Source: an optimization exercise on an open RTL-to-GDS flow (aim: small area). Production flows keep margins and buffers that such runs may drop. For this run, only the layout was checked, not whether the RTL still works. Power figures rest on the tool's default switching activity, not on a simulated workload.

File: config.mk
export PLATFORM = sky130hd
export DESIGN_NAME = display_driver
export DESIGN_NICKNAME = display_driver
export VERILOG_FILES = /design/flow/design.v
export SDC_FILE = /design/flow/constraint.sdc
export NUM_CORES = 4
export LEC_CHECK = 0
export CAP_MARGIN = 20
export CORE_MARGIN = 2
export CORE_UTILIZATION = 40
export SLEW_MARGIN = 20
File: constraint.sdc
create_clock -name core_clock -period 10.0 [get_ports {clk}]
set_input_delay 2.0000 -clock core_clock [delete_from_list [all_inputs] [get_ports {clk}]]
set_output_delay 2.0000 -clock core_clock [all_outputs]
set_load 0.01 [all_outputs]
File: design.v
`timescale 1ns / 1ps
module seven_seg( output a, b, c, d, e, f, g, input d3, d2, d1, d0 );
    assign a = ~d2 & ~d0 | ~d3 & d1 | ~d3 & d2 & d0 | d3 & ~d2;
    assign b = ~d2 | ~d1 & ~d0 | ~d3 & d1 & d0;
    assign c = ~d1 | ~d3 & d0 | ~d3 & d2;
    assign d = ~d2 & ~d0 | ~d2 & d1 | d1 & ~d0 | d2 & ~d1 & d0;
    assign e = ~d2 & ~d0 | d1 & ~d0;
    assign f = ~d1 & ~d0 | d2 & ~d1 | d2 & ~d0 | d3 & ~d2;
    assign g = ~d2 & d1 | d2 & ~d1 | d2 & ~d0 | d3 & ~d2;
endmodule
`timescale 1ns / 1ps
module seg_multiplexer( digit, clk, enable, A, B, C, D, select );
    output  reg [3:0]digit;
    input   clk;
    input   enable;
    input   [3:0]A;
    input   [3:0]B;
    input   [3:0]C;
    input   [3:0]D;
    input   [3:0]select;
    always @( posedge clk )
    if( enable )
    begin
        case( select )
            4'h1:  digit <= A;
            4'h2:  digit <= B;
            4'h4:  digit <= C;
            4'h8:  digit <= D;
        endcase
    end
    else
    begin
        digit <= 4'hF;
    end
endmodule
`timescale 1ns / 1ps
module timer #(parameter size = 24)( tmr_count, flag, wrap, clk, ce, rst, tmr_period, tmr_compare );
    output  reg [size-1:0]tmr_count;
    output  flag;
    output  wrap;
    input   clk, ce, rst;
    input   [size-1:0]tmr_period;
    input   [size-1:0]tmr_compare;
    reg     [size-1:0]tmr_load;
    reg     [size-1:0]tmr_cmp;
    always@( posedge clk or negedge rst )
    begin
        if( rst == 0 )
        begin
            tmr_count <= 0;
            tmr_load  <= 0;
            tmr_cmp   <= 0;
        end
        else if( ce )
        begin
            if( wrap )
            begin
                tmr_count <= 0;
                tmr_load  <= tmr_period;
                tmr_cmp   <= tmr_compare;
            end
            else
            begin
                tmr_count <= tmr_count + 1;
            end
        end
    end
    assign flag = tmr_cmp > tmr_count;
    assign wrap = tmr_count == tmr_load;
endmodule
`timescale 1ns / 1ps
module rotate #(parameter size = 4)(
    output  reg[size-1:0] out,
    input   clk,
    input   rst,
    input   en,
    input   direction,
    input   [size-1:0] load
    );
    always @( posedge clk or negedge rst )
    begin
        if( rst == 0 )
            out <= load;
        else if( en )
        begin
            if( direction )
                out <= {out[size-2:0],out[size-1]};
            else
                out <= {out[0],out[size-1:1]};
        end
    end
endmodule
`timescale 1ns / 1ps
module divide10( quotient, remainder, ready, clk, rst, start, value );
    output  reg [9:0]   quotient;
    output      [3:0]   remainder;
    output              ready;
    input               clk, rst, start;
    input   [13:0]      value;
    reg     [13:0]  dividend;
    reg     [13:0]  divisor;
    reg             run;
    wire            fit;
    assign ready = divisor[0];
    assign fit   = dividend >= divisor;
    assign remainder = dividend[3:0];
    always @( posedge clk or negedge rst ) begin
        if( ~rst ) begin
            quotient <= 0;
            dividend <= 0;
            divisor <= 0;
            run <= 0;
        end
        else if( run ) begin
            if( ~ready ) begin
                quotient <= {quotient[8:0], fit};
                divisor <= divisor >> 1;
                if( fit ) begin
                    dividend <= dividend - divisor;
                end
            end
            else begin
                run <= 0;
            end
        end
        else if( start ) begin
            quotient <= 0;
            dividend <= value;
            divisor <= 14'h2800;
            run <= 1;
        end
    end
endmodule
`timescale 1ns / 1ps
module bcd4digit( ready, A, B, C, D, clk, rst, value, start );
    parameter   S_IDLE      = 2'b00,
                S_LOAD_V    = 2'b01,
                S_DIVIDE    = 2'b11,
                S_LOAD_Q    = 2'b10;
    output          ready;
    output  [3:0]   A;
    output  [3:0]   B;
    output  [3:0]   C;
    output  [3:0]   D;
    input           clk;
    input           rst;
    input   [13:0]  value;
    input           start;
    reg     [1:0]   state;
    reg     [3:0]   digits [0:3];
    reg     [1:0]   dig_sel;
    reg             start_div;
    wire    [9:0]   quotient;
    wire    [3:0]   remainder;
    wire            div_ready;
    wire    [13:0]  div_value;
    wire            done;
    assign ready = state == S_IDLE;
    assign A = digits[0];
    assign B = digits[1];
    assign C = digits[2];
    assign D = digits[3];
    assign div_value = ~state[1] ? value : {4'h0, quotient};
    divide10 M1(quotient, remainder, div_ready, clk, rst, start_div, div_value);
    assign done = quotient == 10'h0 && div_ready;
    always @( posedge clk or negedge rst ) begin
        if( ~rst ) begin
            state <= S_IDLE;
            digits[0] <= 4'hF;
            digits[1] <= 4'hF;
            digits[2] <= 4'hF;
            digits[3] <= 4'hF;
            dig_sel <= 0;
            start_div <= 0;
        end
        else begin
            case( state )
                S_IDLE:
                    if( start ) begin
                        state <= S_LOAD_V;
                        start_div <= 1;
                    end
                S_LOAD_V:
                    if( 1 ) begin
                        state <= S_DIVIDE;
                        start_div <= 0;
                    end
                S_LOAD_Q:
                    if( 1 ) begin
                        state <= S_DIVIDE;
                        start_div <= 0;
                    end
                S_DIVIDE:
                    if( div_ready ) begin
                        digits[dig_sel] <= remainder;
                        dig_sel <= dig_sel + 1;
                        if( done ) begin
                            state <= S_IDLE;
                            dig_sel <= 0;
                        end
                        else begin
                            state <= S_LOAD_Q;
                            start_div <= 1;
                        end
                    end
            endcase
        end
    end
endmodule
`timescale 1ns / 1ps
module display_driver( 
    a_l, b_l, c_l, d_l, e_l, f_l, g_l, dp_l, dig1, dig2, dig3, dig4, led,
    clk, rst, en
    );
    output  a_l, b_l, c_l, d_l, e_l, f_l, g_l, dp_l, dig1, dig2, dig3, dig4;
    output  [3:0] led;
    input   clk, rst, en;
    wire    dp = 1'b0;
    wire    a, b, c, d, e, f, g;
    wire    d1, d2, d3, d4;
    not(a_l, a);
    not(b_l, b);
    not(c_l, c);
    not(d_l, d);
    not(e_l, e);
    not(f_l, f);
    not(g_l, g);
    not(dp_l, dp);
    not(dig1, d1);
    not(dig2, d2);
    not(dig3, d3);
    not(dig4, d4);
    wire [3:0] digit;
    seven_seg M1(a, b, c, d, e, f, g, digit[3], digit[2], digit[1], digit[0]);
    wire [3:0] A;
    wire [3:0] B;
    wire [3:0] C;
    wire [3:0] D;
    seg_multiplexer M2(digit, clk, en, A, B, C, D, {d1,d2,d3,d4});
    wire [13:0] value;
    not(led[3], value[3]);
    not(led[2], value[2]);
    not(led[1], value[1]);
    not(led[0], value[0]);
    wire plse, plse_rise;
    wire [15:0] nc1;
    timer #(16) M3(nc1, plse, plse_rise, clk, 1'b1, rst, 16'h7CF, 16'h3E8);
    rotate M4({d1,d2,d3,d4}, clk, rst, en & plse_rise, 1'b1, 4'b1);
    wire rdy, incr, incr_rise, tick, nc3;
    bcd4digit M5(rdy, A, B, C, D, clk, rst, value, incr);
    wire [19:0] nc2;
    timer #(20) M6(nc2, incr, incr_rise, clk, 1'b1, rst, 20'd99, 20'd1);
    timer #(14) M7(value, tick, nc3, clk, incr_rise, rst, 14'd9999, 14'd1);
endmodule
File: run.sh
#!/bin/bash
# synth_recipe.tcl (not shown) runs the flow's synth.tcl, then flattens the netlist and writes it again
# the make line also repeats each setting of config.mk as NAME=value (left out here)
make -C /OpenROAD-flow-scripts/flow DESIGN_CONFIG=/design/flow/config.mk WORK_HOME=/design/flow/orfs CLKGATE_MAP_FILE= SYNTH_SCRIPT=/design/flow/synth_recipe.tcl finish
==> results.cfg <==
[run_status]
status = timing/DRC/antenna clean

[logic_synthesis]
synth_mux_area_frac = 0.0427
synth_area_per_cell_sq_um = 9.81
yosysTopAreaCell = dfrtp_1
ys.flop_type = dfrtp_1
synth-seq-cells = 121
synth_top_family_by_area = simple AND/OR/NAND/NOR gates
synthXorXnorAreaFrac = 0.0617
synth-async-reset-ratio = 0.967
synthTopCellsByArea = dfrtp_1 (38%), dfstp_2 (6.8%), ha_1 (5.4%)
synth_top_area_share = 0.383
synth_edf_count = 0
yosys.area_share.simple = 0.185
syn_area_sq_um = 6540
synthAdderAreaFrac = 0.0567
synth_compound_area_frac = 0.151
syn_nets = 698
yosys_warnings = 9
netlist_instances = 666
synth-seq-area-share = 0.464
yosysUniqueCellTypes = 74

[placement]
placed_area_sq_um = 6890
dp_hpwl_um = 9410
portBuffers = 17
place.gp.congestion = 0.818

[clock_tree]
hold_buffers = 0
insertion_delay_ns = 0.42
cts-htree-levels = 4
path_clk_slew_ns = 0.06
cts_tree = built
cts_setup_buffers = 0
cts_resized = 0
cts_buffer_depth = 2
clock_sinks = 121
cts_buffers = 17
cts_root_buf = clkbuf_16

[global_route]
grt_max_degree = 71
grt_pass1_wl_um = 24100
antenna_found_initial = 0
grt_pass1_vias = 4996
grt_usage = 0.169
grt.overflow.total = 0

[sta]
tns_ns = 0
slew_headroom = 0.283
fin_crit_ns = 4.05
fmax_ghz = 0.247
slew_violations = 0
period_share = 0.405
setup_violations = 0
final-hold-violation-count = 0
rsz0062_at_grt = no
skew_ns = 0.00819
tightest_slew_ns = 1.07

[die]
fp.dieArea_sq_um = 17400
die_y_um = 132
core_area_sq_um = 15900
io_pins = 19
die_w_um = 132
initial_core_util = 0.410
row_count = 46

[run]
drv_cap = 0

[finish]
area_growth_syn_to_layout_pct = 14.7
finish.instance_area_sq_um = 7500
nets = 715
diodes = 0
drive_gt1_frac = 0.126

[worst_setup_path]
cp_top_family = buffers and inverters
end_kind = output pin
path_buf_inv = 3
path_class = flop to output pin
critPathRequiredTime_ns = 8.00
slowest_stage = clkdlybuf4s50_1
crit_fanout = 7
crit_top_cell = inv_1
worst_setup_path_start_kind = flop
path_cells = inv_1 > ha_1 > inv_1 > a211oi_1 > clkdlybuf4s50_1
crit_path_max_incr_delay_ns = 0.57
cp.arrival_ns = 2.05

[detailed_routing]
wl_per_cell_um = 14.9
totalWireLength_um = 13600
ant_nets = 0
drc_errors = 0
via_count = 4867
drtPass1Iterations = 4
vias_per_cell = 5.34
drt_iter0_markers = 289

[power]
vdd_drop_max_v = 0.000112
leakagePower_uw = 0.00329
powerDensity_nw_per_um2 = 151

[hold_path]
timing.hold.worst.class = flop to flop
-- power by group --
part	switching (uW)	internal, uW	leakage (uW)	total (uW)
logic	9.25	0.859	0.00145	10.1
registers	0	490	0.00154	490
clock network	216	416	0.000298	632
-- cell usage after synthesis (all sizes together) (2+ instances only) --
library cell  count
dfstp            17
a211oi            9
or2               3
and3              9
nand4            10
dfxtp             4
dfrtp           100
o311ai            3
o21a              4
or3b              3
clkbuf           12
a21oi            26
nor4b             2
o221ai            2
nand2            73
xor2             17
inv              42
nor2b             7
nand3            20
o211ai           10
nand3b            2
and4              7
nor4             13
buf               9
a311oi            2
mux2             15
xnor2            29
a222oi            4
a31oi             5
a22o              9
and2              8
o21ai            43
o31ai             4
a21o              6
o22ai             4
or3               3
mux2i            11
nand2b           10
ha               28
nor3              9
nor2             55
-- metrics by stage --
| step | total power, uW | utilization | instances | hold WS, ns | setup slack (ns) |
|---|---|---|---|---|---|
| 3_5_place_dp | 509 | 0.432 | 880 | 0.468 | 6.38 |
| 3_3_place_gp | 509 | 0.432 | 880 | 0.460 | 6.45 |
| 4_1_cts | 1140 | 0.470 | 912 | 0.482 | 5.93 |
| 5_1_grt | 1170 | 0.470 | 912 | 0.496 | 5.82 |
| 6_report | 1130 | 0.470 | 912 | 0.478 | 5.95 |
| 2_1_floorplan | 499 | - | 666 | 0.443 | 6.89 |
-- sequential cells by signal (all words and copies together), names as in the netlist --
name	cells
M6.tmr_count	20
M3.tmr_count	16
M5.digits	16
M5.M1.dividend	14
M5.M1.divisor	14
M7.tmr_count	14
M5.M1.quotient	10
M2.digit	4
M4.out	4
M5.dig_sel	2
M5.state	2
M3.tmr_load	1
M5.M1.run	1
M5.start_div	1
M6.tmr_cmp	1
M7.tmr_load	1
-- routing by layer --
metal / global-route usage / up-vias / share of wire
li1: - / 2396 / -
met1: 0.221 / 2384 / 0.47
met2: 0.276 / 73 / 0.48
met3: 0.0427 / 14 / 0.029
met4: 0.0574 / 0 / 0.014
met5: 0 / - / 0
-- logic make-up (layout without fill, tap and decap cells) --
family / after synthesis / after routing
simple gates: 238 / 238
compound gates: 142 / 142
flops: 121 / 121
buf+inv: 63 / 93
xor+xnor: 46 / 46
fa+ha+maj: 29 / 29
mux: 26 / 26
other cells: 1 / 1
-- path summary, 6_finish.rpt --
kind	end	from	cells after the start	slack [ns]
max	g_l	M2.digit[1]	5	5.95
min	M6.tmr_count[19]	M6.tmr_count[19]	1	0.48
max reg2reg	M5.M1.dividend[8]	M5.M1.divisor[0]	8	6.68
min reg2reg	M6.tmr_count[19]	M6.tmr_count[19]	1	0.48
max in group asynchronous	M7.tmr_count[12]	rst	2	7.12
min in group asynchronous	M6.tmr_count[13]	rst	1	1.58
-- layout by cell type (no fill, tap or decap), types with 10 or more instances in the layout --
| master | netlist | routed |
|---|---|---|
| o21ai_0 | 40 | 40 |
| clkdlybuf4s50_1 | 0 | 16 |
| ha_1 | 28 | 28 |
| dfstp_2 | 17 | 17 |
| inv_1 | 42 | 42 |
| nand3_1 | 19 | 19 |
| nand2_1 | 73 | 73 |
| nor4_1 | 12 | 12 |
| mux2_2 | 15 | 15 |
| nor2_1 | 55 | 55 |
| a21oi_1 | 26 | 26 |
| xor2_1 | 17 | 17 |
| xnor2_1 | 29 | 29 |
| mux2i_1 | 11 | 11 |
| o211ai_1 | 10 | 10 |
| clkbuf_16 | 0 | 17 |
| dfrtp_1 | 100 | 100 |
| nand2b_1 | 10 | 10 |
-- layout make-up --
type / count / area, sq um
Fill cell: 1543 / 8440
Multi-Input combinational cell: 482 / 3250
Sequential cell: 121 / 3030
Clock buffer: 20 / 437
Tap cell: 216 / 270
Timing Repair Buffer: 19 / 183
Clock inverter: 12 / 174
Inverter: 42 / 158

-- afterwards: timing with drivers on the ports --
In the flow no input, the clock included, has a driving cell. The finished layout below was timed again as built, in two steps.
Step 1: set_driving_cell puts a clkbuf_16 on clk and a buf_2 on each other input, an assumption about the parent block.
Step 2 also shifts input and output timing later by t, the mid clock arrival at the registers, as if the neighbouring blocks saw the same clock.
Slacks: ideal / step 1 / step 2; pairs: ideal / step 1.
t (ns): 0.454
slack for setup (ns): 5.951 / 5.911 / 6.365
worst hold slack (ns): 0.478 / 0.478 / 0.478
latest minus earliest clock arrival (ns): 0.009 / 0.009
worst register clock-pin slew, ns: 0.06 / 0.06
After both steps setup and hold are still met in this run. For this run, drivers alone change the setup slack by -0.040 ns; drivers and shift together by +0.414 ns.
